This design comes from an exercise in tuning for small area on the open sky130 flow, not from production work. At most, simulation tests tie the RTL to the original design; equivalence was not proved. For runs 1 and 6, only the layout was checked, not whether the RTL still works. No driver is modelled on the clock port, so clocking that relies on it looks cheaper here than on a real chip. Power and IR drop assume default switching activity.

==> flow/design.v <==
module slowClock #(parameter N = 10)
(
	input  logic Clock,
	input  logic Reset,
	output logic Enable
);
	logic [N-1:0] Count;
	logic feedback;
	assign feedback = Count[N-1] ^ Count[N-4] ^ (Count[N-2:0] == '0);
	always_ff @(posedge Clock, posedge Reset)
	begin
		if (Reset)
			Count <= 0;
		else
			Count <= {Count[N-2:0], feedback};
	end
	assign Enable = Count == 1;
endmodule
module RippleInc #(parameter W = 8)
(
	input  logic [W-1:0] q,
	input  logic         en,
	output logic [W-1:0] d
);
	logic [W:0] t;
	assign t[0] = en;
	genvar i;
	for (i = 0; i < W; i++) begin : g
		assign d[i]   = q[i] ^ t[i];
		assign t[i+1] = q[i] & t[i];
	end
endmodule
module RippleUpDown #(parameter W = 8)
(
	input  logic [W-1:0] q,
	input  logic         en,
	input  logic         dn,
	output logic [W-1:0] d
);
	logic [W:0] t;
	assign t[0] = en;
	genvar i;
	for (i = 0; i < W; i++) begin : g
		assign d[i]   = q[i] ^ t[i];
		assign t[i+1] = (q[i] ^ dn) & t[i];
	end
endmodule
module RippleSub #(parameter W = 8)
(
	input  logic [W-1:0] a,
	input  logic [W-1:0] b,
	input  logic         cin,
	output logic [W-1:0] s,
	output logic         cout
);
	logic [W:0] c;
	assign c[0] = cin;
	genvar i;
	for (i = 0; i < W; i++) begin : g
		assign s[i]   = a[i] ^ ~b[i] ^ c[i];
		assign c[i+1] = (a[i] & ~b[i]) | (c[i] & (a[i] ^ ~b[i]));
	end
	assign cout = c[W];
endmodule
module Divider
(
	input  logic [9:0]  yPosition,
	input  logic [10:0] xPosition,
	output logic        DrawDivider
);
	assign DrawDivider = xPosition >= 11'd301 && xPosition <= 11'd309 && yPosition >= 10'd301;
endmodule
module Paddle
#(
	paddleTop = 225
)
(
	input  logic       Clock,
	input  logic       Enable,
	input  logic       Reset,
	input  logic       upPaddle,
	input  logic       downPaddle,
	output logic [8:0] topPaddle
);
	logic movedUp, movedDown;
	logic atTop, atBottom;
	assign atTop = (topPaddle == 9'd0 && !movedUp && !movedDown) || (topPaddle == 9'd1 && movedUp);
	assign atBottom = (topPaddle >= 9'd449 && movedDown) || (topPaddle >= 9'd450 && !movedUp);
	logic [8:0] topNext;
	RippleUpDown #(9) step (.q(topPaddle), .en(Enable & (movedUp | movedDown)), .dn(movedUp), .d(topNext));
	always_ff @(posedge Clock)
	begin
		if (Reset)
		begin
			topPaddle <= paddleTop;
			movedUp   <= 0;
			movedDown <= 0;
		end
		else
		begin
			topPaddle <= topNext;
			if (Enable)
			begin
				movedUp   <= !atTop && upPaddle;
				movedDown <= !(!atTop && upPaddle) && !atBottom && downPaddle;
			end
		end
	end
endmodule
module ball
#(
	oLeft = 390,
	oTop = 290
)
(
	input  logic        Clock,
	input  logic        Enable,
	input  logic        Reset,
	input  logic [8:0]  topPlaneL,
	input  logic [8:0]  topPlaneR,
	output logic [9:0]  ballX,
	output logic [10:0] ballY
);
	logic xdir, ydir;
	logic atLeft, atRight;
	assign atLeft  = ballX[9:1] == 9'd0;                                   
	assign atRight = ballX[9] & ballX[8] & ballX[3] & ballX[2];            
	logic zoneR, zoneL, faceR, faceL;
	assign zoneR = ballX >= 10'd700 && ballX <= 10'd750;
	assign zoneL = ballX >= 10'd30 && ballX <= 10'd80;
	assign faceR = ballX == 10'd700;
	assign faceL = ballX == 10'd80;
	logic [8:0]  pTop;
	logic [10:0] d;
	logic        dc;
	assign pTop = ballX[9] ? topPlaneR : topPlaneL;
	RippleSub #(11) sub (.a({1'b0, ballY[9:0]}), .b({2'b0, pTop}), .cin(1'b1), .s(d), .cout(dc));
	logic wrapped, wrapB;
	assign wrapped = ballY[10];
	assign wrapB = ballY >= 11'd2028;     
	logic dNeg, dPos, dLt150, dLe150, dGeM19, dLe130, dGe130;
	assign dNeg   = d[10];
	assign dPos   = !d[10] && d != 11'd0;
	assign dLt150 = d[10] || d[9:0] < 10'd150;
	assign dLe150 = d[10] || d[9:0] <= 10'd150;
	assign dGeM19 = !d[10] || d[9:0] >= 10'd1005;
	assign dLe130 = d[10] || d[9:0] <= 10'd130;
	assign dGe130 = !d[10] && d[9:0] >= 10'd130;
	logic hitTopSide, hitBottomSide, hitLeftBottom, hitFace;
	assign hitTopSide    = !wrapped && dLt150 && dGeM19;                   
	assign hitBottomSide = !wrapped && dPos && dLt150;                     
	assign hitLeftBottom = !wrapped && dGe130 && dLe150;                   
	assign hitFace       = wrapped ? wrapB : (!dNeg && dLe130);            
	logic atCeil, atFloor;
	assign atCeil  = ballY[10:1] == 10'd0;                     
	assign atFloor = ballY >= 11'd580 && ballY < 11'd2028;     
	logic ydirNext, xdirNext;
	always_comb
	begin
		ydirNext = ydir;
		xdirNext = xdir;
		if (atCeil)  ydirNext = 1;
		if (atFloor) ydirNext = 0;
		if (atLeft)  begin xdirNext = 1; ydirNext = 1; end
		if (atRight) begin xdirNext = 0; ydirNext = 0; end
		if ((zoneR || zoneL) && hitTopSide) ydirNext = 0;
		if (zoneR && hitBottomSide) ydirNext = 1;
		if (zoneL && hitLeftBottom) ydirNext = 1;
		if (faceR && hitFace) xdirNext = 0;
		if (faceL && hitFace) xdirNext = 1;
	end
	logic        recentre;
	logic [9:0]  xStep;
	logic [10:0] yStep;
	assign recentre = atLeft | atRight;
	RippleUpDown #(10) xs (.q(ballX), .en(Enable), .dn(!xdir), .d(xStep));
	RippleUpDown #(11) ys (.q(ballY), .en(Enable), .dn(!ydir), .d(yStep));
	always_ff @(posedge Clock)
	begin
		if (Reset || (Enable && recentre))
		begin
			ballX <= oLeft;
			ballY <= oTop;
		end
		else
		begin
			ballX <= xStep;
			ballY <= yStep;
		end
		if (Reset)
		begin
			xdir <= 1;
			ydir <= 1;
		end
		else if (Enable)
		begin
			xdir <= xdirNext;
			ydir <= ydirNext;
		end
	end
endmodule
module VgaController
(
	input  logic        Clock,
	input  logic        Reset,
	output logic        vSync_n,
	output logic        hSync_n,
	output logic        sync_n,
	output logic        blank_n,
	output logic [10:0] hCount,
	output logic [9:0]  vCount
);
	logic hWrap, vWrap;
	assign hWrap = hCount[10] & hCount[4];
	assign vWrap = vCount[9] & vCount[7] & vCount[4] & vCount[3] & vCount[1];
	logic [10:0] hInc;
	logic [9:0]  vInc;
	RippleInc #(11) hAdd (.q(hCount), .en(1'b1),  .d(hInc));
	RippleInc #(10) vAdd (.q(vCount), .en(hWrap), .d(vInc));
	always_ff @(posedge Clock)
	begin
		hCount <= (Reset | hWrap | vWrap) ? 11'd0 : hInc;
		vCount <= (Reset | vWrap) ? 10'd0 : vInc;
	end
	logic hVis, vVis, hSync, vSyncBand;
	assign hVis = ~(hCount[10] | (hCount[9] & hCount[8] & (hCount[7] | hCount[6] | hCount[5])));   
	assign vVis = ~(vCount[9] & (vCount[7] | (vCount[6] & (vCount[5] | (vCount[4] & vCount[3])))));   
	assign hSync = (hCount >= 11'd856) && (hCount < 11'd976);
	logic vGe637;                                                           
	assign vGe637 = vCount[9] & (vCount[7] | (&vCount[6:2] & (vCount[1] | vCount[0])));
	assign vSyncBand = vGe637 && (vCount < 10'd643);
	assign blank_n = hVis & vVis;
	assign hSync_n = ~hSync;
	assign vSync_n = ~(vGe637 && (hCount < 11'd643));
	assign sync_n  = ~(hSync | vSyncBand);
endmodule
module PongGame
(
	input CLOCK_50,
	input [3:0] KEY,
	input [9:0] SW,
	output logic VGA_BLANK_N,
	output logic VGA_SYNC_N,
	output logic VGA_HS,
	output logic VGA_VS,
	output logic [ 7:0] VGA_R,
	output logic [ 7:0] VGA_G,
	output logic [ 7:0] VGA_B
);
	logic [10:0] hCount;
	logic [9:0]  vCount;
	logic        pix_stb;
	logic [8:0]  topL, topR;
	logic [9:0]  ballX;
	logic [10:0] ballY;
	VgaController vgaDisplay
	(
		.Clock(CLOCK_50),
		.Reset(SW[9]),
		.blank_n(VGA_BLANK_N),
		.sync_n(VGA_SYNC_N),
		.hSync_n(VGA_HS),
		.vSync_n(VGA_VS),
		.hCount(hCount),
		.vCount(vCount)
	);
	slowClock #(10) tick(CLOCK_50, SW[9], pix_stb);
	ball #(.oLeft(390), .oTop(290)) BallObj
	(
		.Clock(CLOCK_50),
		.Enable(pix_stb),
		.Reset(SW[9]),
		.topPlaneL(topL),
		.topPlaneR(topR),
		.ballX(ballX),
		.ballY(ballY)
	);
	Paddle #(.paddleTop(225)) paddle_LObj
	(
		.Clock(CLOCK_50),
		.Enable(pix_stb),
		.Reset(SW[9]),
		.downPaddle(~KEY[3]),
		.upPaddle(~KEY[2]),
		.topPaddle(topL)
	);
	Paddle #(.paddleTop(225)) paddle_RObj
	(
		.Clock(CLOCK_50),
		.Enable(pix_stb),
		.Reset(SW[9]),
		.downPaddle(~KEY[1]),
		.upPaddle(~KEY[0]),
		.topPaddle(topR)
	);
	logic [9:0] bx, by;
	logic       bxc, byc;
	RippleSub #(10) subBX (.a(hCount[9:0]), .b(ballX), .cin(1'b0), .s(bx), .cout(bxc));
	RippleSub #(10) subBY (.a(vCount), .b(ballY[9:0]), .cin(1'b0), .s(by), .cout(byc));
	logic drawBall;
	assign drawBall = !ballY[10] && bx <= 10'd18 && by <= 10'd18;
	logic [8:0] pTop;
	logic [9:0] py;
	logic       pyc;
	assign pTop = hCount[9] ? topR : topL;
	RippleSub #(10) subPY (.a(vCount), .b({1'b0, pTop}), .cin(1'b0), .s(py), .cout(pyc));
	logic inPaddleRows, drawPaddle_R, drawPaddle_L;
	assign inPaddleRows = py <= 10'd148;
	assign drawPaddle_R = inPaddleRows && hCount >= 11'd721 && hCount <= 11'd769;
	assign drawPaddle_L = inPaddleRows && hCount >= 11'd31 && hCount <= 11'd79;
	logic DrawDivider;
	Divider DividerObj (.yPosition(vCount), .xPosition(hCount), .DrawDivider(DrawDivider));
	logic white, red, blue;
	assign white = VGA_BLANK_N && (drawBall || DrawDivider);
	assign red   = drawPaddle_R;
	assign blue  = drawPaddle_L;
	assign VGA_R = {8{white}} | {8{red}} & 8'hEF | {8{blue}} & 8'h07;
	assign VGA_G = {8{white}} | {8{red}} & 8'h2F | {8{blue}} & 8'h37;
	assign VGA_B = {8{white}} | {8{red}} & 8'h2F | {8{blue}} & 8'hF7;
endmodule
==> flow/flow/run.sh <==
#!/bin/bash
# The standard layout (standard.sh, standard synthesis unchanged), with:
# - the port buffers made from the smallest buffer;
# - cells downsized to their smallest drive strength after floorplan and again
#   after clock-tree synthesis (the repair steps that follow restore drive
#   where timing, slew or capacitance need it);
# - after floorplan, the combinational logic re-mapped for area by OpenROAD's
#   restructure (ABC; registers untouched), its files and ABC log in rmp/;
# - a clock tree of clkbuf_4 with no dummy loads, whose leaf buffers with a
#   high estimated output slew are upsized to clkbuf_8.
# The make output of every step goes to standard.log; ORFS keeps each tool's
# own log under orfs/logs.
cp standard.sh standard.sh.log
export BUFFER_PORTS_ARGS="-buffer_cell sky130_fd_sc_hd__buf_1"
export CTS_ARGS="-sink_clustering_enable -repair_clock_nets -buf_list sky130_fd_sc_hd__clkbuf_4 -dont_use_dummy_load"
export POST_CTS_TCL="$(pwd)/flow/cts_post.tcl"
export POST_FLOORPLAN_TCL="$(pwd)/flow/floorplan_post.tcl"
export RMP_WORK="$(pwd)/rmp"
bash standard.sh > standard.log 2>&1
==> flow/flow/cts_post.tcl <==
estimate_parasitics -placement
set n 0
foreach inst [[ord::get_db_block] getInsts] {
  if {[[$inst getMaster] getName] ne "sky130_fd_sc_hd__clkbuf_4"} { continue }
  set leaf 0
  foreach it [[[$inst findITerm X] getNet] getITerms] {
    if {[[$it getMTerm] getName] eq "CLK"} { set leaf 1 }
  }
  if {!$leaf} { continue }
  set pin [get_pins [$inst getName]/X]
  set s [expr {max([get_property $pin slew_max_rise], [get_property $pin slew_max_fall])}]
  if {$s > 0.105} {
    puts "cts_post: upsizing [$inst getName] (slew $s)"
    replace_cell [$inst getName] sky130_fd_sc_hd__clkbuf_8
    incr n
  }
}
puts "cts_post: upsized $n clock buffers"
# Downsize again what placement and clock-tree repair upsized; global
# routing's repair restores any cell that needs the drive.
source [file join [file dirname $::env(POST_CTS_TCL)] downsize.tcl]
if {1} {
  detailed_placement
  check_placement -verbose
  estimate_parasitics -placement
}
==> flow/flow/downsize.tcl <==
# Replace each cell by the smallest-area cell of the same function family
# (same name up to the drive-strength suffix). The later placement repair
# steps restore drive strength where timing, slew or capacitance need it.
set smallest [dict create]
foreach lc [get_lib_cells sky130_fd_sc_hd__*] {
  set name [get_name $lc]
  if {![regexp {^(sky130_fd_sc_hd__.*)_(\d+)$} $name -> base size]} { continue }
  if {[get_property $lc dont_use]} { continue }
  set area [get_property $lc area]
  if {![dict exists $smallest $base] || $area < [lindex [dict get $smallest $base] 0]} {
    dict set smallest $base [list $area $name]
  }
}
set n 0
set saved 0.0
foreach inst [[ord::get_db_block] getInsts] {
  set name [[$inst getMaster] getName]
  if {![regexp {^(sky130_fd_sc_hd__.*)_(\d+)$} $name -> base size]} { continue }
  if {![dict exists $smallest $base]} { continue }
  if {[string match *clk* $base]} { continue }
  lassign [dict get $smallest $base] area best
  set cur [get_property [get_lib_cells $name] area]
  if {$area < $cur} {
    replace_cell [$inst getName] $best
    incr n
    set saved [expr {$saved + $cur - $area}]
  }
}
puts "downsize: replaced $n cells, [format %.1f $saved] um2 less"
==> flow/flow/floorplan_post.tcl <==
# After floorplan: downsize every cell to its smallest drive strength, then
# re-map the combinational logic for area with OpenROAD's restructure (ABC).
# Registers are not touched. Placement and repair restore drive strength where
# timing, slew or capacitance need it.
set flowdir [file dirname $::env(POST_FLOORPLAN_TCL)]
source [file join $flowdir downsize.tcl]
report_design_area

# restructure hands ABC a liberty file and does not honour dont_use, so give
# it a copy of the platform's library without the don't-use cells.
file mkdir $::env(RMP_WORK)
set lib_in [lindex $::env(LIB_FILES) 0]
set lib_out [file join $::env(RMP_WORK) no_dont_use.lib]
set patterns {}
foreach c $::env(DONT_USE_CELLS) { lappend patterns $c }
set fin [open $lib_in r]
set fout [open $lib_out w]
set skip 0
set depth 0
set dropped 0
while {[gets $fin line] >= 0} {
  if {!$skip && [regexp {^\s*cell\s*\(\s*"?([A-Za-z0-9_]+)"?\s*\)} $line -> cname]} {
    foreach p $patterns {
      if {[string match $p $cname]} { set skip 1; set depth 0; incr dropped; break }
    }
  }
  if {$skip} {
    incr depth [expr {[regexp -all {\{} $line] - [regexp -all {\}} $line]}]
    if {$depth <= 0 && [regexp {\}} $line]} { set skip 0 }
    continue
  }
  puts $fout $line
}
close $fin
close $fout
puts "floorplan_post: dropped $dropped don't-use cells from the library given to restructure"

# two passes: the second finds a little more to share
foreach pass {1 2} {
  restructure -target area -slack_threshold 0.5 \
    -liberty_file $lib_out \
    -tielo_port sky130_fd_sc_hd__conb_1/LO -tiehi_port sky130_fd_sc_hd__conb_1/HI \
    -work_dir $::env(RMP_WORK) -abc_logfile $::env(RMP_WORK)/abc$pass.log
  report_design_area
}
file delete $lib_out
report_design_area
source [file join $flowdir downsize.tcl]
report_design_area
==> flow/standard.sh <==
#!/bin/bash
# synth_recipe.tcl (not shown) runs the flow's synth.tcl, then flattens the netlist and writes it again
# the make line also repeats each setting of config.mk as NAME=value (left out here)
make -C /OpenROAD-flow-scripts/flow DESIGN_CONFIG=/design/flow/config.mk WORK_HOME=/design/flow/orfs CLKGATE_MAP_FILE= SYNTH_SCRIPT=/design/flow/synth_recipe.tcl "${@:-finish}"
==> flow/config.mk <==
export PLATFORM = sky130hd
export DESIGN_NAME = PongGame
export DESIGN_NICKNAME = PongGame
export VERILOG_FILES = /design/flow/design.v
export SDC_FILE = /design/flow/constraint.sdc
export NUM_CORES = 4
export LEC_CHECK = 0
export ABC_AREA = 1
export CAP_MARGIN = 0
export CORE_MARGIN = 2
export CORE_UTILIZATION = 80
export CTS_BUF_LIST = sky130_fd_sc_hd__clkbuf_4
export SLEW_MARGIN = 0
==> flow/constraint.sdc <==
create_clock -name core_clock -period 10.0 [get_ports {CLOCK_50}]
set_input_delay 2.0000 -clock core_clock [delete_from_list [all_inputs] [get_ports {CLOCK_50}]]
set_output_delay 2.0000 -clock core_clock [all_outputs]
set_load 0.01 [all_outputs]
==> results of run 1 <==
flip-flops by register name (all words and copies together) (netlist names):
register,count
tick.Count,10
paddle_LObj.movedUp,1
vgaDisplay.hCount,11
BallObj.xdir,1
paddle_RObj.topPaddle,9
paddle_RObj.movedUp,1
BallObj.ydir,1
vgaDisplay.vCount,10
paddle_LObj.movedDown,1
BallObj.ballX,10
paddle_RObj.movedDown,1
BallObj.ballY,11
paddle_LObj.topPaddle,9
final cells by class:
type,count,area (um2)
fillers,632,1890
multi-input cells,513,2930
flip-flops and latches,76,1570
inverters,109,409
clock buffers,9,86.3
repair buffers,35,131
well taps,99,124
path summary, 6_finish.rpt:
path                       cells past startpoint                        end                             from  slack, ns
max in group asynchronous                      2    tick.Count[0]$_DFF_PP0_                            SW[9]       7.67
min reg2reg                                    0    tick.Count[6]$_DFF_PP0_          tick.Count[5]$_DFF_PP0_       0.37
min                                            0    tick.Count[6]$_DFF_PP0_          tick.Count[5]$_DFF_PP0_       0.37
min in group asynchronous                      2    tick.Count[7]$_DFF_PP0_                            SW[9]       1.94
max reg2reg                                   28  BallObj.ydir$_SDFFE_PP1P_      BallObj.ballX[9]$_SDFF_PP0_       4.24
max                                           23                   VGA_B[2]  vgaDisplay.hCount[9]$_SDFF_PP0_       2.03
cells in the mapped netlist, drive strengths merged (2+ instances only):
| cell | instances | area, um2 |
|---|---|---|
| o21a | 2 | 15.0 |
| nor3b | 2 | 26.3 |
| dfxtp | 66 | 1320 |
| a211oi | 4 | 30.0 |
| buf | 26 | 181 |
| xnor2 | 8 | 70.1 |
| o41ai | 2 | 17.5 |
| a21oi | 47 | 235 |
| nor3 | 15 | 86.3 |
| nand4 | 12 | 75.1 |
| nor4 | 3 | 18.8 |
| nand3 | 53 | 270 |
| nor2 | 89 | 369 |
| or2 | 10 | 65.1 |
| o21ai | 68 | 348 |
| o211ai | 3 | 22.5 |
| clkbuf | 11 | 51.3 |
| inv | 139 | 522 |
| xor2 | 6 | 52.6 |
| dfrtp | 10 | 250 |
| nand3b | 5 | 37.5 |
| fa | 32 | 641 |
| ha | 24 | 300 |
| nand2 | 191 | 732 |
through the flow:
step                      cells  worst slack, ns  instance area, um2  power [uW]
after global placement      832             2.84                5180         328
after detailed placement    832             2.57                5180         328
after global routing        841             1.26                5250         491
after floorplan             836             2.97                5800         324
final                       841             2.03                5250         478
cell families after synthesis:
| group | after synthesis | share of synthesized area (%) |
|---|---|---|
| AND/OR/NAND/NOR | 381 | 29.1 |
| buffers and inverters | 177 | 13.1 |
| AO/OA/AOI/OAI | 132 | 12.4 |
| flip-flops | 76 | 27.1 |
| adder cells (fa/ha/maj) | 56 | 16.2 |
| XOR/XNOR | 14 | 2.11 |
worst register-to-register path, delay by kind of cell, from the launching register on:
family | cells | cell delay (ns)
compound gates | 14 | 2.94
buf+inv | 1 | 0.54
flops | 1 | 0.67
simple gates | 13 | 1.51
power groups by stage:
stage | Combinational, uW | Clock [uW] | Sequential, uW
after global routing | 16.9 | 167 | 307
after global placement | 14.7 | 0 | 313
final | 15.6 | 156 | 306
after floorplan | 11.9 | 0 | 312
after detailed placement | 15.3 | 0 | 313
layer usage:
layer / wire, um / part of all wire (%) / vias up / global-route usage [%]
li1: - / - / 2718 / -
met1: 5610 / 39 / 2570 / 40.2
met2: 6970 / 49 / 301 / 62.6
met3: 1030 / 7.2 / 66 / 5.45
met4: 630 / 4.4 / 0 / 21.6
met5: 0 / 0 / - / 0
==> run_results.csv, run 1 <==
group,metric,value,unit
route,wl_per_cell,16.9,um
pwr,p_per_area,91.0,mW/mm2
timing,min_period,7.97,ns
pwr,p_seq_share,64.1,%
clock_tree,clkSinkCount,76,
grt,first_global_vias,5050,
floorplan,core_area,0.00714,mm2
critical_path,path_buf_inv,2,
floorplan,start_util,81.3,%
critical_path,cp_data_arrival_time,5.97,ns
pwr,p_int,363,uW
floorplan,io-pin-count,43,
synthesis,ys_seq_area_share,27.1,%
synthesis,synth_area_per_cell,6.94,um2
status,status,"complete, no violations",
pwr,power_switching,115,uW
critical_path,crit_type,"flip-flop to output port",
timing,hold_viol_final,0,
pwr,switching_share,24.0,%
synthesis,synth.distinct_cells,47,
timing,rsz0062_at_grt,"no",
synthesis,synth-edff-count,0,
timing,period_share,79.7,%
timing,worst_pin_slew,1.30,ns
timing,holdWs,0.372,ns
finish,final_core_util,73.6,%
flow_run,max_cap_violations,0,
pwr,leakagePower,0.00161,uW
route,final_antenna_net_count,0,
place,hpwlAfterDp,10.6,mm
route,viasPerCell,6.72,
grt,antenna_found_initial,0,
timing,setup_viol,0,
route,totalWireLength,14.2,mm
finish,drive_gt1_share,1.21,%
timing,tns,0,ns
finish,diodes,0,
timing,slew_violations,0,
synthesis,ys.flop_type,"dfxtp_1",
critical_path,crit_chain,"clkinv_1 -> o22ai_1 -> o21ai_0 -> nor2b_1 -> o22ai_1 -> nor2b_1 -> nor2_1 -> nor3_1 -> o21a_1 -> nor2_1 -> nor3_1 -> nor2_1 -> nor3_1 -> nor2_1 -> nor2_1 -> a21oi_1 -> a21oi_1 -> o21a_1 -> a21boi_0 -> nand2b_1 -> o21bai_1 -> or2_0 -> buf_1",
synthesis,ys_ff_latch,76,
critical_path,end_kind,"output port",
finish,fin_nets,759,
critical_path,crit_path_start_kind,"flip-flop",
grt,grt_overflow,0,
grt,gr-usage-all-layers,35.5,%
finish,syn_to_final_growth,-9.45,%
floorplan,rows,31,
grt,grt_max_degree,23,
route,drc_errors,0,
critical_path,max_stage_delay,0.64,ns
critical_path,path_delay_family,"simple AND/OR/NAND/NOR gates",
timing,fmax,125,MHz
floorplan,die_h,89.1,um
route,firstDrtPassIters,9,
synthesis,yosysWarningCount,4,
critical_path,cp.required,8.00,ns
synthesis,syn_nets,907,
route,dr_total_vias,5655,
grt,grt_first_pass_wirelength,22.2,mm
critical_path,worst-path-max-fanout,14,
clock_tree,insertion_delay,0.43,ns
min_path,hp-class,"flip-flop to flip-flop",
timing,relSlewSlack,13.0,%
floorplan,die_area,0.00795,mm2
pwr,irDropWorstVdd,0.0000770,V
timing,clock-skew-final,0.0225,ns
critical_path,crit_top_cell,"nor2_1",
finish,layout_commonest_cell,"nor2_1",
pwr,comb_power_share,3.3,%
place,gp_congestion,0.959,
clock_tree,tritoncts,"built",
synthesis,async_flop_share,13.2,%
clock_tree,clk_pin_slew_worst_paths,0.08,ns
route,drt_iter0_markers,596,
pwr,clkPwrFrac,32.7,%
finish,final_cell_mix,"135 x nor2_1, 109 x clkinv_1, 66 x dfxtp_1",
synthesis,netlist_area,0.00580,mm2
critical_path,slowest_stage,"dfxtp_1",
place,numPortBuffers,33,
floorplan,fp.dieW,89.1,um
synthesis,netlist_instances,836,
==> inputs of run 2 (changes only) <==
--- a/flow/design.v
+++ b/flow/design.v
@@ -226,10 +226,8 @@
 	assign hVis = ~(hCount[10] | (hCount[9] & hCount[8] & (hCount[7] | hCount[6] | hCount[5])));   
-	assign vVis = ~(vCount[9] & (vCount[7] | (vCount[6] & (vCount[5] | (vCount[4] & vCount[3])))));   
+	assign vVis = ~(vCount[9] & (vCount[8] | vCount[7] | (vCount[6] & (vCount[5] | (vCount[4] & vCount[3])))));   
 	assign hSync = (hCount >= 11'd856) && (hCount < 11'd976);
-	logic vGe637;                                                           
-	assign vGe637 = vCount[9] & (vCount[7] | (&vCount[6:2] & (vCount[1] | vCount[0])));
-	assign vSyncBand = vGe637 && (vCount < 10'd643);
+	assign vSyncBand = (vCount >= 10'd637) && (vCount < 10'd643);
 	assign blank_n = hVis & vVis;
 	assign hSync_n = ~hSync;
-	assign vSync_n = ~(vGe637 && (hCount < 11'd643));
+	assign vSync_n = ~((vCount >= 10'd637) && (hCount < 11'd643));
 	assign sync_n  = ~(hSync | vSyncBand);
@@ -314,4 +312,4 @@
 	assign white = VGA_BLANK_N && (drawBall || DrawDivider);
-	assign red   = drawPaddle_R;
-	assign blue  = drawPaddle_L;
+	assign red   = VGA_BLANK_N && !drawBall && drawPaddle_R;
+	assign blue  = VGA_BLANK_N && !drawBall && drawPaddle_L;
 	assign VGA_R = {8{white}} | {8{red}} & 8'hEF | {8{blue}} & 8'h07;
--- a/flow/config.mk
+++ b/flow/config.mk
@@ -7,3 +7,2 @@
 export LEC_CHECK = 0
-export ABC_AREA = 1
 export CAP_MARGIN = 0
==> run 2 against run 1 <==
Wire length grew 4.2%; total power grew 1.1%; still clean; clock power is essentially flat.
==> run_results.csv, run 2 <==
group,metric,value,unit
status,status,"complete, no violations",
flow_run,max_cap_violations,0,
clock_tree,insertion_delay,0.43,ns
pwr,irDropWorstVdd,0.0000932,V
synthesis,ys_ff_latch,76,
synthesis,synth_area_leaders,"dfxtp_1 24%, fa_1 12%, xnor2_1 5.9%",
synthesis,ys.flop_type,"dfxtp_1",
synthesis,synthMuxAreaShare,4.37,%
timing,period_share,81.9,%
timing,relSlewSlack,40.9,%
clock_tree,clk_pin_slew_worst_paths,0.08,ns
timing,tns,0,ns
critical_path,worstSetupEndpoint,"VGA_G[2]",
critical_path,crit_path_start_kind,"flip-flop",
timing,rsz0062_at_grt,"no",
timing,fin_ws,1.81,ns
floorplan,io-pin-count,43,
route,wl_per_cell,17.8,um
synthesis,async_flop_share,13.2,%
critical_path,crit_top_cell,"nor2_1",
finish,design_area,0.00528,mm2
place,place_ws,2.51,ns
place,hpwlAfterDp,11.0,mm
place,post_dp_cell_area,0.00520,mm2
finish,syn_to_final_growth,-4.44,%
floorplan,core_area,0.00676,mm2
finish,final_core_util,78.2,%
finish,largestRegisters,"BallObj.ballY x11, vgaDisplay.hCount x11",
finish,drive_gt1_share,1.33,%
synthesis,yosysWarningCount,4,
floorplan,fp.dieW,87.1,um
synthesis,synth-xor-area-share,9.03,%
finish,diodes,0,
grt,gr-usage-all-layers,39.5,%
timing,min_period,8.19,ns
route,drc_errors,0,
timing,fmax,122,MHz
floorplan,rows,30,
critical_path,worst-path-max-fanout,14,
clock_tree,tritoncts,"built",
synthesis,netlist_area,0.00553,mm2
synthesis,ys_seq_area_share,28.4,%
synthesis,netlist_instances,636,
finish,fillers,510,
clock_tree,clkSinkCount,76,
critical_path,path_buf_inv,3,
critical_path,crit_start,"vgaDisplay.hCount[9]$_SDFF_PP0_",
place,gp_congestion,0.978,
critical_path,reg2reg_depth,28,
timing,clock-skew-final,0.0282,ns
min_path,hp-class,"flip-flop to flip-flop",
critical_path,r2r_end,"BallObj.xdir$_SDFFE_PP1P_",
synthesis,synth_compound_area_share,11.5,%
grt,antenna_found_initial,0,
timing,holdWs,0.375,ns
finish,final_cell_mix,"121 x nor2_1, 113 x clkinv_1, 70 x o21ai_0",
floorplan,start_util,81.8,%
timing,setup_viol,0,
synthesis,synth_area_per_cell,8.69,um2
critical_path,end_kind,"output port",
route,firstDrtPassIters,8,
synthesis,synth_top_area_cell,"dfxtp_1",
pwr,leakagePower,0.00163,uW
critical_path,r2r-start,"BallObj.ballX[9]$_SDFF_PP0_",
route,viasPerCell,7.10,
critical_path,r2r_slack,4.01,ns
synthesis,synthSimpleGateAreaFrac,21.1,%
route,drt_iter0_markers,743,
critical_path,cp.required,8.00,ns
timing,worst_pin_slew,0.886,ns
critical_path,cp.depth,27,
critical_path,crit_type,"flip-flop to output port",
synthesis,yosysMostFrequentCell,"dfxtp_1",
critical_path,max_stage_delay,0.71,ns
place,numPortBuffers,33,
synthesis,synth-edff-count,0,
synthesis,synth_top_area_share,23.9,%
critical_path,path_delay_family,"simple AND/OR/NAND/NOR gates",
route,totalWireLength,14.8,mm
grt,grt_overflow,0,
synthesis,synth.distinct_cells,61,
grt,grt_max_degree,24,
critical_path,cp_data_arrival_time,6.19,ns
finish,layout_commonest_cell,"nor2_1",
grt,first_global_vias,5341,
grt,grt_first_pass_wirelength,24.0,mm
floorplan,die_h,87.1,um
pwr,p_per_area,91.5,mW/mm2
synthesis,synth_top_family_by_area,"simple AND/OR/NAND/NOR gates",
finish,fin_nets,771,
route,dr_total_vias,5923,
synthesis,synth_fa_ha_area_share,17.0,%
timing,slew_violations,0,
synthesis,syn_nets,707,
route,final_antenna_net_count,0,
floorplan,die_area,0.00759,mm2
critical_path,slowest_stage,"dfxtp_1",
synthesis,yosys-top-cells-count,"66 x dfxtp_1, 53 x nor2_1, 47 x inv_1",
timing,hold_viol_final,0,
-- run 2: how the worst min path moves through the flow --
stage,depth (start not counted),endpoint,start
floorplan,0,tick.Count[2]$_DFF_PP0_,tick.Count[1]$_DFF_PP0_
global placement,0,tick.Count[6]$_DFF_PP0_,tick.Count[5]$_DFF_PP0_
detailed placement,0,tick.Count[9]$_DFF_PP0_,tick.Count[8]$_DFF_PP0_
global route,0,tick.Count[9]$_DFF_PP0_,tick.Count[8]$_DFF_PP0_
finish,0,tick.Count[9]$_DFF_PP0_,tick.Count[8]$_DFF_PP0_
-- run 2: through the flow --
stage / std cells / total power, uW
finish: 834 / 483
global route: 834 / 496
detailed placement: 824 / 331
global placement: 824 / 330
floorplan: 636 / 331
-- run 2: layout make-up --
type | instances | area (um2) | share of cell area (%)
inverters | 113 | 424 | 8.03
clock buffers | 9 | 92.6 | 1.75
multi-input cells | 519 | 2950 | 55.9
flip-flops and latches | 76 | 1570 | 29.7
well taps | 80 | 100 | 1.89
repair buffers | 37 | 143 | 2.70
-- run 2: power by group --
group	internal, uW	switching (uW)	total [uW]
Clock	58.7	99.7	158
Combinational	4.88	12.1	17.0
Sequential	305	3.23	308
-- run 2: layer usage --
layer	part of all wire (%)	GRT usage, %	vias to the layer above
met5	0	0	-
met4	3.4	17.3	0
met3	9.3	8.91	75
met2	48	67.8	438
met1	39	47.2	2670
li1	-	-	2740
-- run 2: cells by family after synthesis --
kind of cell    Yosys count
simple gates            220
buf+inv                 103
compound gates          101
flops                    76
xor+xnor                 57
fa+ha+maj                56
mux                      23
==> inputs of run 3 (changes only) <==
--- a/flow/config.mk
+++ b/flow/config.mk
@@ -7,2 +7,3 @@
 export LEC_CHECK = 0
+export ABC_AREA = 1
 export CAP_MARGIN = 0
==> run 3 against run 2 <==
Largest power group unchanged; synthesized area is 10% higher; critical endpoint is now VGA_R[2]; via count is 4.0% lower; clock power is 5% higher; critical path type unchanged.
==> run_results.csv, run 3 <==
group,metric,value,unit
status,status,"complete, no violations",
timing,rsz0062_at_grt,"no",
pwr,p_per_area,91.2,mW/mm2
route,totalWireLength,14.6,mm
synthesis,synth.distinct_cells,52,
finish,drive_gt1_share,1.20,%
finish,syn_to_final_growth,-12.8,%
route,drt_iter0_markers,565,
pwr,irDropWorstVdd,0.0000705,V
timing,clock-skew-final,0.0309,ns
finish,final_core_util,72.7,%
route,drc_errors,0,
pwr,p_int,370,uW
synthesis,yosysMostFrequentCell,"nand2_1",
synthesis,ys.flop_type,"dfxtp_1",
timing,fmax,124,MHz
place,numPortBuffers,33,
floorplan,rows,31,
critical_path,crit_path_start_kind,"flip-flop",
grt,gr-usage-all-layers,34.9,%
floorplan,io-pin-count,43,
place,place_ws,2.62,ns
route,viasPerCell,6.69,
synthesis,yosys-top-cells-count,"185 x nand2_1, 130 x inv_1, 94 x nor2_1",
floorplan,core_area,0.00729,mm2
finish,largestRegisters,"BallObj.ballY x11, vgaDisplay.hCount x11",
synthesis,synthMuxAreaShare,0,%
finish,final_cell_mix,"131 x nor2_1, 103 x clkinv_1, 75 x o21ai_0",
critical_path,r2r-start,"BallObj.ballX[9]$_SDFF_PP0_",
grt,grt_overflow,0,
synthesis,synth_top_family_by_area,"simple AND/OR/NAND/NOR gates",
pwr,clkPwrFrac,34.3,%
synthesis,synth_fa_ha_area_share,15.5,%
critical_path,cp.required,8.00,ns
synthesis,synth-edff-count,0,
synthesis,ys_ff_latch,76,
synthesis,synth-xor-area-share,2.02,%
critical_path,crit_type,"flip-flop to output port",
critical_path,worst-path-max-fanout,16,
finish,layout_commonest_cell,"nor2_1",
finish,fillers,651,
clock_tree,clkSinkCount,76,
finish,fin_nets,768,
route,wl_per_cell,17.2,um
synthesis,netlist_area,0.00608,mm2
synthesis,synth_area_per_cell,6.97,um2
route,dr_total_vias,5687,
timing,hold_viol_final,0,
synthesis,ys_seq_area_share,25.9,%
grt,antenna_found_initial,0,
timing,relSlewSlack,32.5,%
timing,period_share,80.9,%
clock_tree,insertion_delay,0.45,ns
synthesis,netlist_instances,872,
critical_path,r2r_slack,3.91,ns
pwr,p_total,483,uW
synthesis,synth_top_area_share,21.7,%
clock_tree,clk_pin_slew_worst_paths,0.09,ns
critical_path,reg2reg_depth,28,
synthesis,synth_compound_area_share,12.4,%
clock_tree,tritoncts,"built",
synthesis,synth_top_area_cell,"dfxtp_1",
synthesis,syn_nets,943,
floorplan,die_h,91.2,um
route,final_antenna_net_count,0,
pwr,switching_share,23.5,%
timing,min_period,8.09,ns
timing,fin_ws,1.91,ns
floorplan,fp.dieW,91.2,um
floorplan,start_util,83.4,%
pwr,comb_power_share,2.6,%
min_path,hold_depth,0,
critical_path,r2r_end,"BallObj.xdir$_SDFFE_PP1P_",
synthesis,synthSimpleGateAreaFrac,30.3,%
place,hpwlAfterDp,10.8,mm
synthesis,yosysWarningCount,4,
timing,slew_violations,0,
pwr,p_seq_share,63.1,%
timing,setup_viol,0,
grt,first_global_vias,5015,
route,firstDrtPassIters,5,
pwr,power_switching,114,uW
grt,grt_max_degree,21,
finish,diodes,0,
critical_path,cp_data_arrival_time,6.09,ns
timing,worst_pin_slew,1.01,ns
floorplan,die_area,0.00831,mm2
synthesis,synth_area_leaders,"dfxtp_1 22%, nand2_1 11%, fa_1 11%",
critical_path,crit_start,"vgaDisplay.hCount[9]$_SDFF_PP0_",
place,gp_congestion,0.925,
synthesis,async_flop_share,13.2,%
flow_run,max_cap_violations,0,
pwr,leakagePower,0.00168,uW
critical_path,worstSetupEndpoint,"VGA_R[2]",
critical_path,end_kind,"output port",
grt,grt_first_pass_wirelength,23.7,mm
min_path,hp-class,"flip-flop to flip-flop",
timing,tns,0,ns
-- run 3: cell count changes after synthesis, moves of 18 or more --
cell / change
nand2_1: +142
o21ai_1: +18
nor2_1: +41
inv_2: +24
clkbuf_1: -18
xnor2_1: -29
inv_1: +83
nand3_1: +52
-- run 3: how the worst min path moves through the flow --
stage | from | endpoint | slack (ns)
2_1_floorplan | tick.Count[7]$_DFF_PP0_ | tick.Count[8]$_DFF_PP0_ | 0.35
3_3_place_gp | tick.Count[4]$_DFF_PP0_ | tick.Count[5]$_DFF_PP0_ | 0.36
3_5_place_dp | tick.Count[4]$_DFF_PP0_ | tick.Count[5]$_DFF_PP0_ | 0.36
5_1_grt | tick.Count[4]$_DFF_PP0_ | tick.Count[5]$_DFF_PP0_ | 0.38
6_report | tick.Count[4]$_DFF_PP0_ | tick.Count[5]$_DFF_PP0_ | 0.36
-- run 3: worst max-delay path: stages (launching register included) --
cell      delay [ns]
dfxtp_1         0.68
clkinv_1        0.60
o22ai_1         0.42
nor2_1          0.12
a21oi_1         0.25
nor2_1          0.08
o22ai_1         0.18
nor2b_1         0.28
o21a_1          0.21
nor2_1          0.07
nor3_1          0.22
o22ai_1         0.12
nor2b_1         0.16
nor2_1          0.16
nor2_1          0.08
nand2_1         0.12
o21ai_0         0.13
a222oi_1        0.41
a21oi_1         0.08
o21a_1          0.12
a21boi_0        0.11
o21ai_0         0.13
nor2_1          0.07
o21a_1          0.24
or2_0           0.40
buf_1           0.20
-- run 3: cells by family after synthesis --
family,count (synthesis)
simple gates,403
buf+inv,197
compound gates,126
flops,76
fa+ha+maj,56
xor+xnor,14
-- run 3: stage by stage --
stage          area [um2]  hold WS (ns)  std cells
6_report             5300         0.365        850
5_1_grt              5300         0.384        850
3_5_place_dp         5210         0.361        841
3_3_place_gp         5210         0.360        841
2_1_floorplan        6080         0.354        872
-- run 3: metal layers --
metal,GRT usage (%),routed length (um)
met1,43.4,6060
met2,59.5,7000
met3,7.05,1230
met4,12.8,363
met5,0,0
-- run 3: cell type report --
cell class              count  area (um2)  area share [%]
multi-input cells         527        2980            56.3
flip-flops and latches     76        1570            29.7
inverters                 103         387            7.29
repair buffers             36         135            2.55
well taps                  99         124            2.34
clock buffers               9        98.8            1.86
-- run 3: power by group through the flow --
stage               logic (uW)  registers (uW)  clock network (uW)
global placement          12.1             312                   0
floorplan                 17.7             313                   0
finish                    12.5             305                 166
detailed placement        12.8             312                   0
global route              14.1             305                 179
==> inputs of run 4 (changes only) <==
--- a/flow/flow/floorplan_post.tcl
+++ b/flow/flow/floorplan_post.tcl
@@ -37,10 +37,6 @@
 
-# two passes: the second finds a little more to share
-foreach pass {1 2} {
-  restructure -target area -slack_threshold 0.5 \
-    -liberty_file $lib_out \
-    -tielo_port sky130_fd_sc_hd__conb_1/LO -tiehi_port sky130_fd_sc_hd__conb_1/HI \
-    -work_dir $::env(RMP_WORK) -abc_logfile $::env(RMP_WORK)/abc$pass.log
-  report_design_area
-}
+restructure -target area -slack_threshold 0.5 \
+  -liberty_file $lib_out \
+  -tielo_port sky130_fd_sc_hd__conb_1/LO -tiehi_port sky130_fd_sc_hd__conb_1/HI \
+  -work_dir $::env(RMP_WORK) -abc_logfile $::env(RMP_WORK)/abc.log
 file delete $lib_out
--- a/flow/config.mk
+++ b/flow/config.mk
@@ -7,3 +7,2 @@
 export LEC_CHECK = 0
-export ABC_AREA = 1
 export CAP_MARGIN = 0
==> run 4 against run 3 <==
First-iteration DRC count rose by 30%; critical path depth is 2 higher; synthesized area decreased by 9.1%; register-to-register slack gained 0.03 ns; final area is essentially flat; setup slack lost 0.24 ns; synthesized cell count fell by 27%; global-route usage rose by 4.8 points; core utilization up 5.8 points; wire length is 1.7% higher; clock power down 7%; sequential cell count is the same.
==> run_results.csv, run 4 <==
group,metric,value,unit
finish,diodes,0,
synthesis,ys_seq_area_share,28.4,%
finish,fin_nets,776,
flow_run,max_cap_violations,0,
grt,grt_overflow,0,
grt,grt_max_degree,23,
pwr,leakagePower,0.00161,uW
critical_path,r2r-start,"BallObj.ballX[9]$_SDFF_PP0_",
floorplan,io-pin-count,43,
critical_path,reg2reg_depth,27,
finish,largestRegisters,"BallObj.ballY x11, vgaDisplay.hCount x11",
synthesis,ys_ff_latch,76,
route,dr_total_vias,5885,
floorplan,die_h,87.1,um
clock_tree,insertion_delay,0.44,ns
route,drc_errors,0,
timing,min_period,8.34,ns
timing,period_share,83.4,%
critical_path,end_kind,"output port",
synthesis,yosysWarningCount,4,
clock_tree,clk_pin_slew_worst_paths,0.08,ns
critical_path,r2r_slack,3.94,ns
floorplan,core_area,0.00676,mm2
synthesis,synth-edff-count,0,
pwr,irDropWorstVdd,0.000143,V
grt,gr-usage-all-layers,39.7,%
finish,layout_commonest_cell,"clkinv_1",
synthesis,netlist_area,0.00553,mm2
timing,tns,0,ns
timing,fmax,120,MHz
critical_path,worst-path-max-fanout,14,
route,firstDrtPassIters,7,
synthesis,synth_area_leaders,"dfxtp_1 24%, fa_1 12%, xnor2_1 5.9%",
floorplan,start_util,81.8,%
grt,first_global_vias,5308,
place,place_ws,2.41,ns
finish,syn_to_final_growth,-4.07,%
synthesis,syn_nets,707,
timing,fin_ws,1.66,ns
critical_path,cp_data_arrival_time,6.34,ns
place,hpwlAfterDp,11.0,mm
synthesis,synth_area_per_cell,8.69,um2
place,numPortBuffers,33,
clock_tree,clkSinkCount,76,
synthesis,synth.distinct_cells,61,
grt,antenna_found_initial,0,
route,totalWireLength,14.9,mm
finish,drive_gt1_share,1.19,%
floorplan,fp.dieW,87.1,um
route,wl_per_cell,17.7,um
finish,final_cell_mix,"121 x clkinv_1, 113 x nor2_1, 80 x o21ai_0",
timing,slew_violations,0,
min_path,hp-class,"flip-flop to flip-flop",
synthesis,yosys-top-cells-count,"66 x dfxtp_1, 53 x nor2_1, 47 x inv_1",
timing,hold_viol_final,0,
timing,clock-skew-final,0.0341,ns
grt,grt_first_pass_wirelength,24.0,mm
synthesis,ys.flop_type,"dfxtp_1",
pwr,p_per_area,90.4,mW/mm2
place,gp_congestion,0.958,
timing,relSlewSlack,18.4,%
synthesis,netlist_instances,636,
route,viasPerCell,7.01,
critical_path,crit_start,"vgaDisplay.hCount[9]$_SDFF_PP0_",
synthesis,synth_top_area_cell,"dfxtp_1",
floorplan,die_area,0.00759,mm2
critical_path,cp.required,8.00,ns
route,final_antenna_net_count,0,
critical_path,crit_type,"flip-flop to output port",
timing,setup_viol,0,
synthesis,async_flop_share,13.2,%
route,drt_iter0_markers,736,
critical_path,worstSetupEndpoint,"VGA_B[2]",
timing,worst_pin_slew,1.21,ns
critical_path,crit_path_start_kind,"flip-flop",
floorplan,rows,30,
clock_tree,tritoncts,"built",
synthesis,synth_top_area_share,23.9,%
critical_path,r2r_end,"BallObj.xdir$_SDFFE_PP1P_",
timing,rsz0062_at_grt,"no",
synthesis,yosysMostFrequentCell,"dfxtp_1",
status,status,"complete, no violations",
[run 4: cell types whose count changed after synthesis, sizes merged, moves of 29 or more]
cell,delta
nor2,-52
nand2,-150
xnor2,+29
o21ai,-35
inv,-109
nand3,-57
[run 4: logic make-up (layout without fill, tap and decap cells)]
group                      Yosys count  count (layout)  synth area share, %
DFF                                 76              76                 28.4
muxes                               23               1                 4.37
buffers and inverters              103             166                 8.53
AOI/OAI and AO/OA                  101             280                 11.5
and+or+nand+nor                    220             231                 21.1
xor gates and xnor gates            57               5                 9.03
adders and majority gates           56               0                 17.0
[run 4: critical path, cell delays in order (launching register included)]
cell and delay (ns):
dfxtp_1 0.67, clkinv_1 0.54, o22ai_1 0.32, nand2_1 0.16, nor2_1 0.15, o21ai_0 0.17, nor2b_1 0.21, o22ai_1 0.26
clkinv_1 0.15, o21ai_0 0.16, o21ai_0 0.15, nor2b_1 0.19, o22ai_1 0.23, nor2_1 0.09, o21ai_0 0.32, nor2_1 0.09
o21ai_0 0.21, nor2b_1 0.24, nor2_1 0.09, o21ai_0 0.18, a21o_1 0.11, nand3_1 0.07, o21bai_1 0.18, a21oi_1 0.13
nand2b_1 0.12, a21oi_1 0.13, or2_0 0.40, buf_1 0.20
[run 4: final cells by class]
class / count / area (um2)
fillers: 514 / 1450
inverters: 121 / 454
clock buffers: 9 / 86.3
multi-input cells: 517 / 2960
repair buffers: 36 / 135
well taps: 80 / 100
flip-flops and latches: 76 / 1570
[run 4: worst min path at each step]
stage                               to               startpoint  slack [ns]  cells past startpoint
2_1_floorplan  tick.Count[2]$_DFF_PP0_  tick.Count[1]$_DFF_PP0_        0.35                      0
3_3_place_gp   tick.Count[6]$_DFF_PP0_  tick.Count[5]$_DFF_PP0_        0.35                      0
3_5_place_dp   tick.Count[3]$_DFF_PP0_  tick.Count[2]$_DFF_PP0_        0.36                      0
5_1_grt        tick.Count[3]$_DFF_PP0_  tick.Count[2]$_DFF_PP0_        0.39                      0
6_report       tick.Count[9]$_DFF_PP0_  tick.Count[8]$_DFF_PP0_        0.38                      0
[run 4: per-stage QoR]
| stage | power [uW] | utilization, % | std cells | hold WS (ns) | instance area (um2) |
|---|---|---|---|---|---|
| 3_3_place_gp | 331 | 77.5 | 830 | 0.350 | 5230 |
| 5_1_grt | 496 | 78.5 | 839 | 0.391 | 5300 |
| 6_report | 480 | 78.5 | 839 | 0.376 | 5300 |
| 2_1_floorplan | 331 | - | 636 | 0.355 | 5530 |
| 3_5_place_dp | 332 | 77.5 | 830 | 0.361 | 5230 |
[run 4: routing by layer]
metal | GRT usage (%) | up-vias | part of all wire [%]
met2 | 63.5 | 384 | 46
met4 | 21.5 | 0 | 5.1
met1 | 49.8 | 2626 | 39
met5 | 0 | - | 0
met3 | 8.63 | 100 | 9.7
li1 | - | 2775 | -
[run 4: power breakdown]
group,internal (uW),switching [uW]
clock,54.5,100
sequential,305,3.22
combinational,4.63,12.5
==> inputs of run 5 (changes only) <==
--- a/flow/design.v
+++ b/flow/design.v
@@ -1,2 +1,2 @@
-module slowClock #(parameter N = 10)
+module slowClock #(parameter N = 20)
 (
@@ -7,4 +7,4 @@
 	logic [N-1:0] Count;
-	logic feedback;
-	assign feedback = Count[N-1] ^ Count[N-4] ^ (Count[N-2:0] == '0);
+	logic [N-1:0] CountInc;
+	RippleInc #(N) add (.q(Count), .en(1'b1), .d(CountInc));
 	always_ff @(posedge Clock, posedge Reset)
@@ -14,3 +14,3 @@
 		else
-			Count <= {Count[N-2:0], feedback};
+			Count <= CountInc;
 	end
@@ -133,22 +133,21 @@
 	logic [8:0]  pTop;
-	logic [10:0] d;
+	logic [11:0] d;
 	logic        dc;
 	assign pTop = ballX[9] ? topPlaneR : topPlaneL;
-	RippleSub #(11) sub (.a({1'b0, ballY[9:0]}), .b({2'b0, pTop}), .cin(1'b1), .s(d), .cout(dc));
-	logic wrapped, wrapB;
-	assign wrapped = ballY[10];
-	assign wrapB = ballY >= 11'd2028;     
+	RippleSub #(12) sub (.a({1'b0, ballY}), .b({3'b0, pTop}), .cin(1'b1), .s(d), .cout(dc));
+	logic wrapB;                          
+	assign wrapB = ballY >= 11'd2028;
 	logic dNeg, dPos, dLt150, dLe150, dGeM19, dLe130, dGe130;
-	assign dNeg   = d[10];
-	assign dPos   = !d[10] && d != 11'd0;
-	assign dLt150 = d[10] || d[9:0] < 10'd150;
-	assign dLe150 = d[10] || d[9:0] <= 10'd150;
-	assign dGeM19 = !d[10] || d[9:0] >= 10'd1005;
-	assign dLe130 = d[10] || d[9:0] <= 10'd130;
-	assign dGe130 = !d[10] && d[9:0] >= 10'd130;
+	assign dNeg   = d[11];
+	assign dPos   = !d[11] && d != 12'd0;
+	assign dLt150 = d[11] || d[10:0] < 11'd150;
+	assign dLe150 = d[11] || d[10:0] <= 11'd150;
+	assign dGeM19 = !d[11] || d[10:0] >= 11'd2029;
+	assign dLe130 = d[11] || d[10:0] <= 11'd130;
+	assign dGe130 = !d[11] && d[10:0] >= 11'd130;
 	logic hitTopSide, hitBottomSide, hitLeftBottom, hitFace;
-	assign hitTopSide    = !wrapped && dLt150 && dGeM19;                   
-	assign hitBottomSide = !wrapped && dPos && dLt150;                     
-	assign hitLeftBottom = !wrapped && dGe130 && dLe150;                   
-	assign hitFace       = wrapped ? wrapB : (!dNeg && dLe130);            
+	assign hitTopSide    = dLt150 && dGeM19;                   
+	assign hitBottomSide = dPos && dLt150;                     
+	assign hitLeftBottom = dGe130 && dLe150;                   
+	assign hitFace       = !dNeg && (dLe130 || wrapB);         
 	logic atCeil, atFloor;
@@ -293,15 +292,15 @@
 	);
-	logic [9:0] bx, by;
-	logic       bxc, byc;
-	RippleSub #(10) subBX (.a(hCount[9:0]), .b(ballX), .cin(1'b0), .s(bx), .cout(bxc));
-	RippleSub #(10) subBY (.a(vCount), .b(ballY[9:0]), .cin(1'b0), .s(by), .cout(byc));
+	logic [10:0] bx, by;
+	logic        bxc, byc;
+	RippleSub #(11) subBX (.a({1'b0, hCount[9:0]}), .b({1'b0, ballX}), .cin(1'b0), .s(bx), .cout(bxc));
+	RippleSub #(11) subBY (.a({1'b0, vCount}), .b({1'b0, ballY[9:0]}), .cin(1'b0), .s(by), .cout(byc));
 	logic drawBall;
-	assign drawBall = !ballY[10] && bx <= 10'd18 && by <= 10'd18;
-	logic [8:0] pTop;
-	logic [9:0] py;
-	logic       pyc;
+	assign drawBall = !ballY[10] && bx <= 11'd18 && by <= 11'd18;
+	logic [8:0]  pTop;
+	logic [10:0] py;
+	logic        pyc;
 	assign pTop = hCount[9] ? topR : topL;
-	RippleSub #(10) subPY (.a(vCount), .b({1'b0, pTop}), .cin(1'b0), .s(py), .cout(pyc));
+	RippleSub #(11) subPY (.a({1'b0, vCount}), .b({2'b0, pTop}), .cin(1'b0), .s(py), .cout(pyc));
 	logic inPaddleRows, drawPaddle_R, drawPaddle_L;
-	assign inPaddleRows = py <= 10'd148;
+	assign inPaddleRows = py <= 11'd148;
 	assign drawPaddle_R = inPaddleRows && hCount >= 11'd721 && hCount <= 11'd769;
--- a/flow/flow/floorplan_post.tcl
+++ b/flow/flow/floorplan_post.tcl
@@ -37,6 +37,10 @@
 
-restructure -target area -slack_threshold 0.5 \
-  -liberty_file $lib_out \
-  -tielo_port sky130_fd_sc_hd__conb_1/LO -tiehi_port sky130_fd_sc_hd__conb_1/HI \
-  -work_dir $::env(RMP_WORK) -abc_logfile $::env(RMP_WORK)/abc.log
+# two passes: the second finds a little more to share
+foreach pass {1 2} {
+  restructure -target area -slack_threshold 0.5 \
+    -liberty_file $lib_out \
+    -tielo_port sky130_fd_sc_hd__conb_1/LO -tiehi_port sky130_fd_sc_hd__conb_1/HI \
+    -work_dir $::env(RMP_WORK) -abc_logfile $::env(RMP_WORK)/abc$pass.log
+  report_design_area
+}
 file delete $lib_out
--- a/flow/config.mk
+++ b/flow/config.mk
@@ -7,2 +7,3 @@
 export LEC_CHECK = 0
+export ABC_AREA = 1
 export CAP_MARGIN = 0
==> run 5 against run 4 <==
Total power down 1.7%; non-clock buffer count unchanged; sequential share of layout area down 0.20 points; setup slack worse by 0.097 ns; still clean.
==> run_results.csv, run 5 <==
group,metric,value,unit
status,status,"complete, no violations",
route,totalWireLength,13.7,mm
synthesis,yosysWarningCount,4,
floorplan,io-pin-count,43,
synthesis,synthSimpleGateAreaFrac,28.2,%
place,gp_congestion,0.994,
pwr,irDropWorstVdd,0.0000777,V
synthesis,synth_top_family_by_area,"simple AND/OR/NAND/NOR gates",
synthesis,synth-xor-area-share,1.45,%
finish,fin_nets,777,
timing,hold_viol_final,0,
critical_path,cp.required,8.00,ns
critical_path,crit_top_cell,"nor2_1",
floorplan,fp.dieW,90.9,um
timing,fmax,119,MHz
synthesis,synth_area_leaders,"dfxtp_1 22%, nand2_1 12%, fa_1 11%",
finish,fillers,623,
route,drt_iter0_markers,532,
route,drc_errors,0,
synthesis,synth_top_area_share,21.9,%
critical_path,end_kind,"output port",
critical_path,slowest_stage,"dfxtp_1",
grt,grt_first_pass_wirelength,23.0,mm
finish,final_cell_mix,"134 x nor2_1, 118 x clkinv_1, 66 x dfxtp_1, 66 x o21ai_0, 38 x a21oi_1",
floorplan,die_h,90.9,um
route,wl_per_cell,16.0,um
clock_tree,tritoncts,"built",
synthesis,synthMuxAreaShare,0,%
timing,holdWs,0.477,ns
clock_tree,clkSinkCount,76,
pwr,p_per_area,88.3,mW/mm2
critical_path,path_buf_inv,2,
timing,min_period,8.43,ns
floorplan,rows,31,
timing,relSlewSlack,20.8,%
grt,first_global_vias,5164,
synthesis,synth_area_per_cell,7.02,um2
timing,clock-skew-final,0.0278,ns
finish,multi_input_area,0.00298,mm2
timing,setup_viol,0,
min_path,min_to,"tick.Count[9]$_DFF_PP0_",
critical_path,crit_type,"flip-flop to output port",
floorplan,core_area,0.00729,mm2
grt,antenna_found_initial,0,
critical_path,worst-path-max-fanout,14,
synthesis,ys_ff_latch,76,
synthesis,synth_top_area_cell,"dfxtp_1",
finish,regArea,0.00157,mm2
route,firstDrtPassIters,6,
grt,grt_max_degree,25,
finish,diodes,0,
synthesis,syn_nets,944,
critical_path,r2r_end,"BallObj.xdir$_SDFFE_PP1P_",
finish,largestRegisters,"BallObj.ballY x11, vgaDisplay.hCount x11",
route,final_antenna_net_count,0,
critical_path,cp_data_arrival_time,6.43,ns
floorplan,start_util,82.8,%
finish,layout_commonest_cell,"nor2_1",
critical_path,max_stage_delay,0.72,ns
timing,rsz0062_at_grt,"no",
timing,tns,0,ns
critical_path,path_delay_family,"simple AND/OR/NAND/NOR gates",
flow_run,max_cap_violations,0,
synthesis,ys_seq_area_share,26.0,%
min_path,hold_depth,1,
finish,drive_gt1_share,1.18,%
clock_tree,insertion_delay,0.44,ns
min_path,hp-class,"flip-flop to flip-flop",
synthesis,synth_fa_ha_area_share,18.5,%
place,hpwlAfterDp,10.2,mm
synthesis,synth.distinct_cells,43,
min_path,worstHoldStart,"tick.Count[9]$_DFF_PP0_",
timing,period_share,84.3,%
timing,slew_violations,0,
synthesis,synth-edff-count,0,
grt,gr-usage-all-layers,33.9,%
critical_path,r2r_slack,4.34,ns
route,viasPerCell,6.67,
synthesis,ys.flop_type,"dfxtp_1",
synthesis,yosysMostFrequentCell,"nand2_1",
critical_path,reg2reg_depth,26,
finish,syn_to_final_growth,-11.5,%
place,numPortBuffers,33,
floorplan,die_area,0.00826,mm2
pwr,leakagePower,0.00166,uW
synthesis,netlist_instances,860,
clock_tree,clk_pin_slew_worst_paths,0.10,ns
route,dr_total_vias,5727,
critical_path,r2r-start,"BallObj.ballX[9]$_SDFF_PP0_",
synthesis,synth_compound_area_share,12.0,%
synthesis,netlist_area,0.00604,mm2
synthesis,async_flop_share,13.2,%
timing,worst_pin_slew,1.18,ns
grt,grt_overflow,0,
critical_path,crit_path_start_kind,"flip-flop",
synthesis,yosys-top-cells-count,"194 x nand2_1, 142 x inv_1, 70 x nand3_1",
==> run 5: cell types whose count changed after synthesis, sizes merged, moves of 21 or more <==
cell	previous run	this run
inv	47	152
o21ai	30	71
nor2	53	74
xnor2	37	3
nand2	43	197
nand3	10	72
==> run 5: area by class of cell <==
cell class,count,share of cell area (%)
inverters,118,8.30
flip-flops and latches,76,29.4
repair buffers,36,2.53
clock buffers,9,1.62
multi-input cells,521,55.8
well taps,99,2.32
==> run 5: logic make-up (layout without fill, tap and decap cells) <==
logic type / after synthesis / after routing
fa+ha+maj: 69 / 0
flops: 76 / 76
simple gates: 385 / 232
compound gates: 129 / 287
xor+xnor: 10 / 2
buf+inv: 191 / 163
==> run 5: worst max path at each step <==
stage,startpoint,endpoint,slack [ns],depth (start not counted)
after global placement,vgaDisplay.hCount[9]$_SDFF_PP0_,VGA_B[2],2.32,27
after global routing,vgaDisplay.hCount[9]$_SDFF_PP0_,VGA_G[5],0.75,26
after floorplan,vgaDisplay.hCount[0]$_SDFF_PP0_,VGA_B[1],2.88,24
after detailed placement,vgaDisplay.hCount[9]$_SDFF_PP0_,VGA_R[2],2.16,26
final,vgaDisplay.hCount[9]$_SDFF_PP0_,VGA_R[2],1.57,26
==> run 5: report_power, final <==
part	internal (uW)	total (uW)	switching (uW)
Sequential	304	305	1.43
Combinational	3.02	12.2	9.19
Clock	54.5	154	99.2
==> run 5: stage by stage <==
stage	area (um2)	power [uW]	setup WS [ns]	util, %	instances
floorplan	6040	325	2.88	-	860
global placement	5270	324	2.32	72.3	850
detailed placement	5270	325	2.16	72.3	850
global route	5340	488	0.751	73.2	859
finish	5340	471	1.57	73.2	859
==> run 5: per-layer routing <==
metal	GRT usage, %	vias to the layer above	part of all wire, %	wire length (um)
met4	13.9	0	3.1	428
met5	0	-	0	0
li1	-	2775	-	-
met3	6.76	47	8.7	1190
met1	44.0	2573	43	5860
met2	55.3	332	46	6260
==> run 5: worst register-to-register path, cell delays in order, from the launching register on <==
cell and delay (ns):
dfxtp_1 0.67, clkinv_1 0.60, o22ai_1 0.40, nor2_1 0.06, o21ai_0 0.25, nor2_1 0.07, o21ai_0 0.27, nor2_1 0.06
o21ai_0 0.25, nor2_1 0.07, o21ai_0 0.27, nor2_1 0.06, o21ai_0 0.39, nor2_1 0.07, o21ai_0 0.29, nor2_1 0.06
o21ai_0 0.29, nand2_1 0.11, o21ai_0 0.11, a21oi_1 0.13, a21oi_1 0.13, o211ai_1 0.15, o21a_1 0.23, o21a_1 0.18
nor2_1 0.13, clkinv_1 0.10, o221ai_1 0.18
==> inputs of run 6 (changes only) <==
--- a/flow/design.v
+++ b/flow/design.v
@@ -1,2 +1,2 @@
-module slowClock #(parameter N = 20)
+module slowClock #(parameter N = 10)
 (
@@ -7,4 +7,4 @@
 	logic [N-1:0] Count;
-	logic [N-1:0] CountInc;
-	RippleInc #(N) add (.q(Count), .en(1'b1), .d(CountInc));
+	logic feedback;
+	assign feedback = Count[N-1] ^ Count[N-4] ^ (Count[N-2:0] == '0);
 	always_ff @(posedge Clock, posedge Reset)
@@ -14,3 +14,3 @@
 		else
-			Count <= CountInc;
+			Count <= {Count[N-2:0], feedback};
 	end
==> run 6 against run 5 <==
Worst hold slack got worse by 0.093 ns; first-iteration DRC count fell by 3.9%; synthesized area rose by 0.64%; clock power barely moved; critical endpoint unchanged.
==> run_results.csv, run 6 <==
group,metric,value,unit
grt,antenna_found_initial,0,
floorplan,die_h,91.1,um
timing,holdWs,0.384,ns
place,numPortBuffers,33,
status,status,"complete, no violations",
critical_path,crit_chain,"clkinv_1 -> o22ai_1 -> nor2_1 -> nor2_1 -> nor2_1 -> nor2_1 -> o21ai_0 -> nor2b_1 -> nor2_1 -> nor2_1 -> nor2_1 -> nor2_1 -> nor2_1 -> nand2_1 -> a211oi_1 -> nor2_1 -> nor2_1 -> nor2_1 -> nor3_1 -> o22ai_1 -> or4b_1 -> a2111oi_0 -> or2_0 -> buf_1",
grt,grt_max_degree,26,
grt,grt_overflow,0,
pwr,p_per_area,89.3,mW/mm2
route,viasPerCell,6.61,
grt,grt_first_pass_wirelength,23.1,mm
timing,tns,0,ns
synthesis,synth_area_per_cell,6.92,um2
route,totalWireLength,14.0,mm
timing,slew_violations,0,
timing,worst_pin_slew,1.24,ns
floorplan,die_area,0.00831,mm2
critical_path,path_buf_inv,2,
synthesis,async_flop_share,13.2,%
grt,first_global_vias,5070,
finish,fin_nets,758,
min_path,hp-class,"flip-flop to flip-flop",
grt,gr-usage-all-layers,33.7,%
critical_path,max_stage_delay,0.67,ns
route,drc_errors,0,
clock_tree,clkSinkCount,76,
synthesis,synth_top_area_cell,"dfxtp_1",
synthesis,syn_nets,953,
route,wl_met3,1.07,mm
critical_path,r2r_end,"BallObj.xdir$_SDFFE_PP1P_",
timing,hold_viol_final,0,
critical_path,crit_path_start_kind,"flip-flop",
route,wl_per_cell,16.7,um
floorplan,io-pin-count,43,
synthesis,netlist_area,0.00607,mm2
critical_path,reg2reg_depth,28,
timing,min_period,8.45,ns
synthesis,yosys-top-cells-count,"198 x nand2_1, 131 x inv_1, 88 x nor2_1",
min_path,min_to,"tick.Count[4]$_DFF_PP0_",
critical_path,slowest_stage,"dfxtp_1",
critical_path,end_kind,"output port",
timing,rsz0062_at_grt,"no",
finish,syn_to_final_growth,-13.0,%
floorplan,rows,31,
synthesis,synth-edff-count,0,
timing,period_share,84.5,%
critical_path,r2r_slack,4.40,ns
flow_run,max_cap_violations,0,
critical_path,cp.depth,24,
route,dr_wl_met2,6.75,mm
critical_path,crit_type,"flip-flop to output port",
clock_tree,clk_pin_slew_worst_paths,0.08,ns
critical_path,r2r-start,"BallObj.ballX[9]$_SDFF_PP0_",
pwr,leakagePower,0.00172,uW
route,firstDrtPassIters,5,
timing,fmax,118,MHz
critical_path,cp_data_arrival_time,6.45,ns
synthesis,yosysMostFrequentCell,"nand2_1",
synthesis,synth.distinct_cells,45,
pwr,p_total,472,uW
finish,largestRegisters,"BallObj.ballY x11, vgaDisplay.hCount x11",
finish,final_cell_mix,"138 x nor2_1, 116 x clkinv_1, 66 x dfxtp_1",
finish,drive_gt1_share,1.21,%
synthesis,ys_seq_area_share,25.9,%
timing,setup_viol,0,
route,top_layer,"met4",
synthesis,synth_top_area_share,21.8,%
synthesis,netlist_instances,878,
clock_tree,tritoncts,"built",
synthesis,yosysWarningCount,4,
synthesis,ys.flop_type,"dfxtp_1",
floorplan,fp.dieW,91.1,um
synthesis,synth_area_leaders,"dfxtp_1 22%, nand2_1 12%, fa_1 11%",
route,drt_iter0_markers,511,
floorplan,core_area,0.00729,mm2
finish,layout_commonest_cell,"nor2_1",
finish,diodes,0,
timing,relSlewSlack,17.3,%
clock_tree,insertion_delay,0.42,ns
critical_path,worst-path-max-fanout,15,
timing,clock-skew-final,0.0255,ns
route,final_antenna_net_count,0,
route,dr_total_vias,5553,
place,hpwlAfterDp,10.5,mm
critical_path,path_delay_family,"simple AND/OR/NAND/NOR gates",
critical_path,crit_top_cell,"nor2_1",
min_path,hold_depth,0,
pwr,irDropWorstVdd,0.0000655,V
floorplan,start_util,83.3,%
place,gp_congestion,0.976,
route,m1WireLength,5.79,mm
min_path,worstHoldStart,"tick.Count[3]$_DFF_PP0_",
critical_path,cp.required,8.00,ns
synthesis,ys_ff_latch,76,
## run 6: worst max-delay path by stage
stage                                    start       end  slack [ns]
6_report       vgaDisplay.hCount[9]$_SDFF_PP0_  VGA_R[2]        1.55
5_1_grt        vgaDisplay.hCount[9]$_SDFF_PP0_  VGA_G[5]        0.90
3_5_place_dp   vgaDisplay.hCount[9]$_SDFF_PP0_  VGA_G[0]        2.26
3_3_place_gp   vgaDisplay.hCount[9]$_SDFF_PP0_  VGA_B[2]        2.56
2_1_floorplan  vgaDisplay.hCount[9]$_SDFF_PP0_  VGA_B[1]        2.82
## run 6: cell families (layout without fill, tap and decap cells)
kind of cell             after synthesis  in the layout  synth area share [%]
adder cells (fa/ha/maj)               60              0                  16.6
AO/OA/AOI/OAI                        118            267                  10.7
AND/OR/NAND/NOR                      427            230                  32.0
XOR/XNOR                               8              5                  1.15
flip-flops                            76             76                  25.9
buffers and inverters                189            163                  13.7
## run 6: layout make-up
class,count,area [um2]
Sequential cell,76,1570
Tap cell,99,124
Timing Repair Buffer,38,143
Clock buffer,9,86.3
Fill cell,639,2010
Inverter,116,435
Multi-Input combinational cell,502,2920
## run 6: through the flow
stage / instance area (um2) / instances / util (%) / setup slack (ns)
6_report: 5280 / 840 / 72.4 / 1.55
5_1_grt: 5280 / 840 / 72.4 / 0.905
3_5_place_dp: 5220 / 831 / 71.5 / 2.26
3_3_place_gp: 5220 / 831 / 71.5 / 2.56
2_1_floorplan: 6070 / 878 / - / 2.82
## run 6: per-layer routing
| layer | up-vias | global-route usage [%] |
|---|---|---|
| met5 | - | 0 |
| met4 | 0 | 16.4 |
| met3 | 40 | 5.89 |
| met2 | 304 | 57.9 |
| met1 | 2509 | 40.6 |
| li1 | 2700 | - |
## run 6: power by group
part           leakage [uW]  total [uW]  internal (uW)  switching, uW
sequential         0.000655         305            304           1.33
clock             0.0000492         154           54.6           99.6
combinational       0.00101        12.4           3.18           9.20
total               0.00172         472            362            110

-- what the ideal ports hide --
The flow's constraints put no driver on any port. The routed layouts listed below were extracted and timed again, unchanged, in two steps.
Step 1: set_driving_cell puts a clkbuf_16 on CLOCK_50 and a buf_2 on each other input, an assumption about the parent block.
Step 2 times the ports against the registers' clock, not the clock port: input delays grow and output delays shrink by t, the midpoint of the rising clock arrivals with the driver on.
Slacks: no drivers / after step 1 / after step 2; pairs: no drivers / after step 1.
| run | t, ns | setup slack, ns | worst register clock-pin slew, ns |
|---|---|---|---|
| run 1 | 0.448 | 2.027 / 1.995 / 2.443 | 0.10 / 0.10 |
| run 2 | 0.443 | 1.809 / 1.779 / 2.222 | 0.10 / 0.10 |
| run 3 | 0.470 | 1.907 / 1.874 / 2.344 | 0.10 / 0.10 |
| run 4 | 0.451 | 1.663 / 1.633 / 2.084 | 0.11 / 0.11 |
| run 5 | 0.459 | 1.566 / 1.533 / 1.992 | 0.11 / 0.11 |
| run 6 | 0.444 | 1.547 / 1.515 / 1.959 | 0.11 / 0.11 |
After both steps every run listed still meets setup and hold.
